What follows belongs to an exercise in optimizing a design on an open flow for small area, a short achievable clock period and few clock cycles; a production flow would make more cautious choices. In this exercise RTL edits were held to simulation tests only and were not proved equivalent to the original. Power is estimated from default activity; no workload was simulated.

==> flow/design.v (excerpt) <==
module cpu_top (
    input               clk,
    input               rst_n,
    output      [31:0]  ext_pc,
    input       [31:0]  imem_rdata,
    output      [8:0]   dmem_addr,
    output              dmem_en,
    output      [3:0]   dmem_we,
    output      [31:0]  dmem_wdata,
    input       [31:0]  dmem_rdata
);
reg  [31:0] pc_f;
reg         d_valid;
reg  [31:0] d_ins;
reg  [31:0] d_pc;
reg  [32:1] d_s1, d_s2;
reg         e_wen, e_ld, e_mem, e_jalr;
reg         e_beq, e_bne, e_blt, e_bge, e_bltu, e_bgeu;
reg  [3:0]  e_we;
reg  [4:0]  e_rd;
reg  [31:0] e_a, e_b;
reg  [31:0] e_sd;            
reg         e_fa_m, e_fb_m;  
reg         e_sub;
reg         e_r_add, e_r_slt, e_r_sltu, e_r_xor, e_r_or, e_r_and;
reg         e_r_sll, e_r_sr, e_r_b, e_r_link;
reg         e_sra;
reg  [6:0]  e_ea;            
reg  [1:0]  e_off;           
reg  [2:0]  e_f3;
reg         m_wen, m_ld;
reg  [4:0]  m_rd;
reg  [31:0] m_res;
reg  [1:0]  m_off;
reg  [2:0]  m_f3;
reg  [31:0] rf [1:31];
wire [31:0] alu_sum;
wire        e_jr;
reg  [31:0] ldata;
wire [6:0] opc = d_ins[6:0];
wire [2:0] f3  = d_ins[14:12];
wire [4:0] rd  = d_ins[11:7];
wire [4:0] rs1 = d_ins[19:15];
wire [4:0] rs2 = d_ins[24:20];
wire is_lui   = (opc == 7'b0110111);
wire is_auipc = (opc == 7'b0010111);
wire is_jal   = (opc == 7'b1101111);
wire is_jalr  = (opc == 7'b1100111);
wire is_br    = (opc == 7'b1100011);
wire is_ld    = (opc == 7'b0000011);
wire is_st    = (opc == 7'b0100011);
wire is_opi   = (opc == 7'b0010011);
wire is_op    = (opc == 7'b0110011);
wire is_halt  = (d_ins == 32'h00000073) || (d_ins == 32'h00100073);
wire use1    = is_jalr | is_br | is_ld | is_st | is_opi | is_op;
wire use2    = is_br | is_st | is_op;
wire need1_d = is_ld | is_st;              
wire wr      = (is_lui | is_auipc | is_jal | is_jalr | is_ld | is_opi | is_op) &&
               (rd != 5'd0);
wire [31:0] imm_i = {{20{d_ins[31]}}, d_ins[31:20]};
wire [31:0] imm_s = {{20{d_ins[31]}}, d_ins[31:25], d_ins[11:7]};
wire [31:0] imm_b = {{20{d_ins[31]}}, d_ins[7], d_ins[30:25], d_ins[11:8], 1'b0};
wire [31:0] imm_u = {d_ins[31:12], 12'd0};
  ...
For scale: about 5100 cells after synthesis, roughly 140 I/O pins.
export LEC_CHECK = 0
export CAP_MARGIN = 20
export CORE_MARGIN = 2
export CORE_UTILIZATION = 30
export CTS_CLUSTER_DIAMETER = 60
export CTS_CLUSTER_SIZE = 30
export PLACE_DENSITY = 0.45
export SLEW_MARGIN = 20
export SYNTH_HIERARCHICAL = 1
create_clock -name core_clock -period 10.0 [get_ports {clk}]
standard.sh (not shown) runs the stock make flow with config.mk's settings and CLKGATE_MAP_FILE= SYNTH_SCRIPT=/design/flow/synth_recipe.tcl, a recipe that flattens the netlist after the stock synthesis.
==> flow/flow/run.sh <==
#!/bin/bash
set -euo pipefail
MARGIN=$(cat flow/margin.txt)
bash standard.sh finish SETUP_SLACK_MARGIN=$MARGIN \
    "BUFFER_PORTS_ARGS=-buffer_cell sky130_fd_sc_hd__buf_2" > flow_make.log 2>&1
==> flow/flow/margin.txt <==
6.0
The baseline ran to the end with no violations.
Testbench counts at the start, summed over its fixed seeds: cycles 75,094.
Change:
==> flow/flow/run.sh (replaced) <==
#!/bin/bash
set -euo pipefail
MARGIN=$(cat flow/margin.txt)
bash standard.sh finish SETUP_SLACK_MARGIN=$MARGIN > flow_make.log 2>&1
==> flow/flow/margin.txt (replaced) <==
6.5
- CTS_CLUSTER_DIAMETER: 60 -> 70
- CTS_CLUSTER_SIZE: 30 -> 40
Wire length went up by a few percent.
Die area is unchanged.
Worst setup slack gains 9.5 ps.
Global-route usage went up by 0.81 points.
Maximum frequency hardly moves.
Area after synthesis does not change.
Change:
==> flow/flow/run.sh (replaced) <==
#!/bin/bash
set -euo pipefail
MARGIN=$(cat flow/margin.txt)
bash standard.sh finish SETUP_SLACK_MARGIN=$MARGIN \
    "BUFFER_PORTS_ARGS=-buffer_cell sky130_fd_sc_hd__buf_2" > flow_make.log 2>&1
==> flow/flow/margin.txt (replaced) <==
6.0
- CORE_UTILIZATION: 30 -> 40
- CTS_CLUSTER_DIAMETER: 70 -> 60
- CTS_CLUSTER_SIZE: 40 -> 30
- PLACE_DENSITY: 0.45 -> 0.55
After rerunning: Combinational power fell by 18%; global-route usage rose by 6.6 points; cell area fell by 5.5%; power fell by 2.8%; synthesized cell count is unchanged; worst setup slack gets worse by 46 ps; via count fell by 0.36%; sequential power rose by about 2%; non-clock buffer count fell by 158; final cell count fell by 9.7%.


wip/quartz:
Another version of the RTL of cpu_top (not shown whole).
Size in the first run: ~5200 cells after synthesis, roughly 1400 flip-flops, roughly 140 I/O pins.
==> flow/config.mk <==
export PLATFORM = sky130hd
export DESIGN_NAME = cpu_top
export DESIGN_NICKNAME = cpu_top
export VERILOG_FILES = /design/flow/design.v
export SDC_FILE = /design/flow/constraint.sdc
export NUM_CORES = 4
export LEC_CHECK = 0
export CAP_MARGIN = 20
export CORE_MARGIN = 2
export CORE_UTILIZATION = 30
export CTS_CLUSTER_DIAMETER = 70
export CTS_CLUSTER_SIZE = 40
export PLACE_DENSITY = 0.45
export SLEW_MARGIN = 20
export SYNTH_HIERARCHICAL = 1
==> flow/constraint.sdc <==
create_clock -name core_clock -period 10.0 [get_ports {clk}]
set_input_delay 2.0000 -clock core_clock [delete_from_list [all_inputs] [get_ports {clk}]]
set_output_delay 2.0000 -clock core_clock [all_outputs]
set_load 0.01 [all_outputs]
==> flow/flow/run.sh <==
#!/bin/bash
set -euo pipefail
MARGIN=$(cat flow/margin.txt)
bash standard.sh finish SETUP_SLACK_MARGIN=$MARGIN > flow_make.log 2>&1
==> flow/flow/margin.txt <==
7
Testbench counts of wip/quartz, summed over its fixed seeds: cycles 75,094.
What wip/juniper does differently from wip/quartz at the input level:
- a change of PLACE_DENSITY from 0.45 to 0.87
- a change of CORE_UTILIZATION from 30 to 75
==> flow/flow/margin.txt <==
6.5
==> summary.txt <==
Compared wip/juniper vs wip/quartz, and number of clock buffers inserted by TritonCTS is down in wip/juniper. Relative to wip/quartz, count of cells resized by post-cts repair decreased by about 60% in wip/juniper. wip/juniper ended up with a lower number of placed instances, taps included than wip/quartz did. wip/juniper failed in global routing (5_1_grt) with GRT-0232.
The following lists how wip/umber was set up differently from wip/juniper:
- CTS_CLUSTER_DIAMETER removed (was 70)
- CORE_UTILIZATION changed from 75 to 30
- PLACE_DENSITY changed from 0.87 to 0.45
- CTS_CLUSTER_SIZE removed (was 40)
Notes after the runs:
wip/umber: flow completed, timing, DRC and antenna clean. Reported for wip/umber and wip/juniper, boundary pin count turned out identical to the last digit. wip/juniper has lower cell count after placement than wip/umber. Taking wip/juniper over wip/umber, the final RePlAce weighted congestion ratio works out to 1.14. Async set-or-reset flop fraction in the synthesized netlist delta (wip/juniper -> wip/umber): insignificant.
What wip/fjord does differently from wip/umber at the input level:
- an added CTS_CLUSTER_SIZE of 30
- a change of CORE_UTILIZATION from 30 to 40
- an added CTS_CLUSTER_DIAMETER of 60
- a change of PLACE_DENSITY from 0.45 to 0.55
==> flow/flow/run.sh <==
#!/bin/bash
set -euo pipefail
MARGIN=$(cat flow/margin.txt)
bash standard.sh finish SETUP_SLACK_MARGIN=$MARGIN \
    "BUFFER_PORTS_ARGS=-buffer_cell sky130_fd_sc_hd__buf_2" > flow_make.log 2>&1
==> flow/flow/margin.txt <==
6.0
Findings:
- Largest driver fanout on the critical path: wip/fjord vs wip/umber up 1
- On number of placed I/O pins, wip/fjord and wip/umber are basically level.
- Power in combinational cells in wip/fjord is 19% lower than in wip/umber


cpu_top again, from the RTL that the note above started with.
==> flow/config.mk <==
export PLATFORM = sky130hd
export DESIGN_NAME = cpu_top
export DESIGN_NICKNAME = cpu_top
export VERILOG_FILES = /design/flow/design.v
export SDC_FILE = /design/flow/constraint.sdc
export NUM_CORES = 4
export LEC_CHECK = 0
export CAP_MARGIN = 20
export CORE_MARGIN = 2
export CORE_UTILIZATION = 30
export CTS_CLUSTER_DIAMETER = 70
export CTS_CLUSTER_SIZE = 40
export PLACE_DENSITY = 0.45
export SLEW_MARGIN = 20
export SYNTH_HIERARCHICAL = 1
==> flow/constraint.sdc <==
create_clock -name core_clock -period 10.0 [get_ports {clk}]
set_input_delay 2.0000 -clock core_clock [delete_from_list [all_inputs] [get_ports {clk}]]
set_output_delay 2.0000 -clock core_clock [all_outputs]
set_load 0.01 [all_outputs]
==> flow/flow/run.sh <==
#!/bin/bash
set -euo pipefail
MARGIN=$(cat flow/margin.txt)
bash standard.sh finish SETUP_SLACK_MARGIN=$MARGIN > flow_make.log 2>&1
==> flow/flow/margin.txt <==
6.0
The starting point ran to the end with no violations.
Testbench counts at the start, summed over its fixed seeds: cycles 75,094.
Rerun with:
==> flow/flow/run.sh (replaced) <==
#!/bin/bash
set -euo pipefail
MARGIN=$(cat flow/margin.txt)
bash standard.sh finish SETUP_SLACK_MARGIN=$MARGIN \
    "BUFFER_PORTS_ARGS=-buffer_cell sky130_fd_sc_hd__buf_2" > flow_make.log 2>&1
CTS_CLUSTER_DIAMETER = 60   (was 70)
CTS_CLUSTER_SIZE = 30   (was 40)
After rerunning:
- The changed run finished with timing, DRC and antenna clean
- worst hold slack hardly moves
- power climbs slightly
- synthesized area does not change
- routed wire length fell slightly
- cell area falls slightly
- combinational power falls by a few percent
- die area does not change
- register-to-register slack loses 120 ps
- setup slack is worse by 110 ps
Rerun with:
==> flow/flow/run.sh (replaced) <==
#!/bin/bash
set -euo pipefail
MARGIN=$(cat flow/margin.txt)
bash standard.sh finish SETUP_SLACK_MARGIN=$MARGIN > flow_make.log 2>&1
==> flow/flow/margin.txt (replaced) <==
6.5
CTS_CLUSTER_DIAMETER = 70   (was 60)
CTS_CLUSTER_SIZE = 40   (was 30)
Result: Total power climbs by 1.8%. Non-clock buffer count climbs by 231. Via count climbs by 3.0%. Die area does not change. Count of clock-buffer cells in the layout drops by 24. Routed wire length climbs by 3.3%. Register-to-register slack improves by 160 ps. Critical path depth climbs by 6. Global-route usage climbs by 0.77 points. Cell count climbs by 2.4%. Clock power drops by 8.3%.
Rerun with:
==> flow/flow/run.sh (replaced) <==
#!/bin/bash
set -euo pipefail
MARGIN=$(cat flow/margin.txt)
bash standard.sh finish SETUP_SLACK_MARGIN=$MARGIN \
    "BUFFER_PORTS_ARGS=-buffer_cell sky130_fd_sc_hd__buf_2" > flow_make.log 2>&1
==> flow/flow/margin.txt (replaced) <==
6.2
CTS_CLUSTER_DIAMETER = 60   (was 70)
CTS_CLUSTER_SIZE = 30   (was 40)
=>
- cell count drops by about 1.8%
- final area drops by about 4.3%
- wire length drops by about 2.5%
- utilization goes down by 1.6 points
- power came out lower by 1.3%
- non-clock buffer count goes down by 185
Rerun with:
==> flow/run.sh (new file) <==
#!/bin/bash
# synth_recipe.tcl (not shown) runs the flow's synth.tcl, then flattens the netlist and writes it again
# the make line also repeats each setting of config.mk as NAME=value (left out here)
make -C /OpenROAD-flow-scripts/flow DESIGN_CONFIG=/design/flow/config.mk WORK_HOME=/design/flow/orfs CLKGATE_MAP_FILE= SYNTH_SCRIPT=/design/flow/synth_recipe.tcl finish
CTS_CLUSTER_DIAMETER = default   (was 60)
CTS_CLUSTER_SIZE = default   (was 30)
SETUP_SLACK_MARGIN = 5   (was default)
removed: flow/flow/run.sh
removed: flow/flow/margin.txt
removed: flow/standard.sh
Outcome:
- worst setup slack is worse by 920 ps
- final cell count drops by 0.70%
- total power climbs by 6.6%
- fmax drops by 19%
- wire length climbs by 0.45%
- via count drops by 1.0%
- cell area drops by 1.3%
- global-route usage climbs by 0.23 points

[re-timing with driven ports]
No port has a modelled driver above. Below, the same layouts with a new extraction and two added sets of constraints. Step 1 (the two cells are an assumption about what drives the block):
set clk [get_ports {clk}]
set_driving_cell -lib_cell sky130_fd_sc_hd__clkbuf_16 $clk
set_driving_cell -lib_cell sky130_fd_sc_hd__buf_2 [delete_from_list [all_inputs] $clk]
Step 2 adds t to the input delays and takes it off the output delays; t is the mean of the earliest and latest rising clock arrival at the registers after step 1. Input paths then give back, and output paths get back, about the clock's delay inside the block. Slacks: ideal ports / drivers / drivers and shift; pairs: ideal ports / drivers.
run | t (ns) | setup WS [ns] | worst data-port slew with drivers (ns)
the first run of note 1 | 0.852 | 5.864 / 5.864 / 5.172 | 0.13
the second run of note 1 | 0.859 | 5.874 / 5.874 / 5.554 | 0.07
the third run of note 1 | 0.852 | 5.828 / 5.828 / 5.117 | 0.04
wip/quartz | 0.881 | 6.032 / 6.032 / 5.819 | 0.11
wip/umber | 0.899 | 6.108 / 6.108 / 5.540 | 0.12
wip/fjord | 0.880 | 5.888 / 5.888 / 5.233 | 0.13
the first run of note 3 | 0.879 | 5.979 / 5.917 / 5.168 | 0.14
the second run of note 3 | 0.887 | 5.865 / 5.865 / 5.144 | 0.07
the third run of note 3 | 0.879 | 6.024 / 6.024 / 5.527 | 0.11
the fourth run of note 3 | 0.885 | 5.982 / 5.982 / 5.437 | 0.17
the fifth run of note 3 | 0.897 | 5.062 / 5.062 / 4.542 | 0.19
After both steps every run listed still meets setup and hold. For the first run of note 3, which loses most, drivers alone change the setup slack by -0.062 ns; drivers and shift together by -0.811 ns.
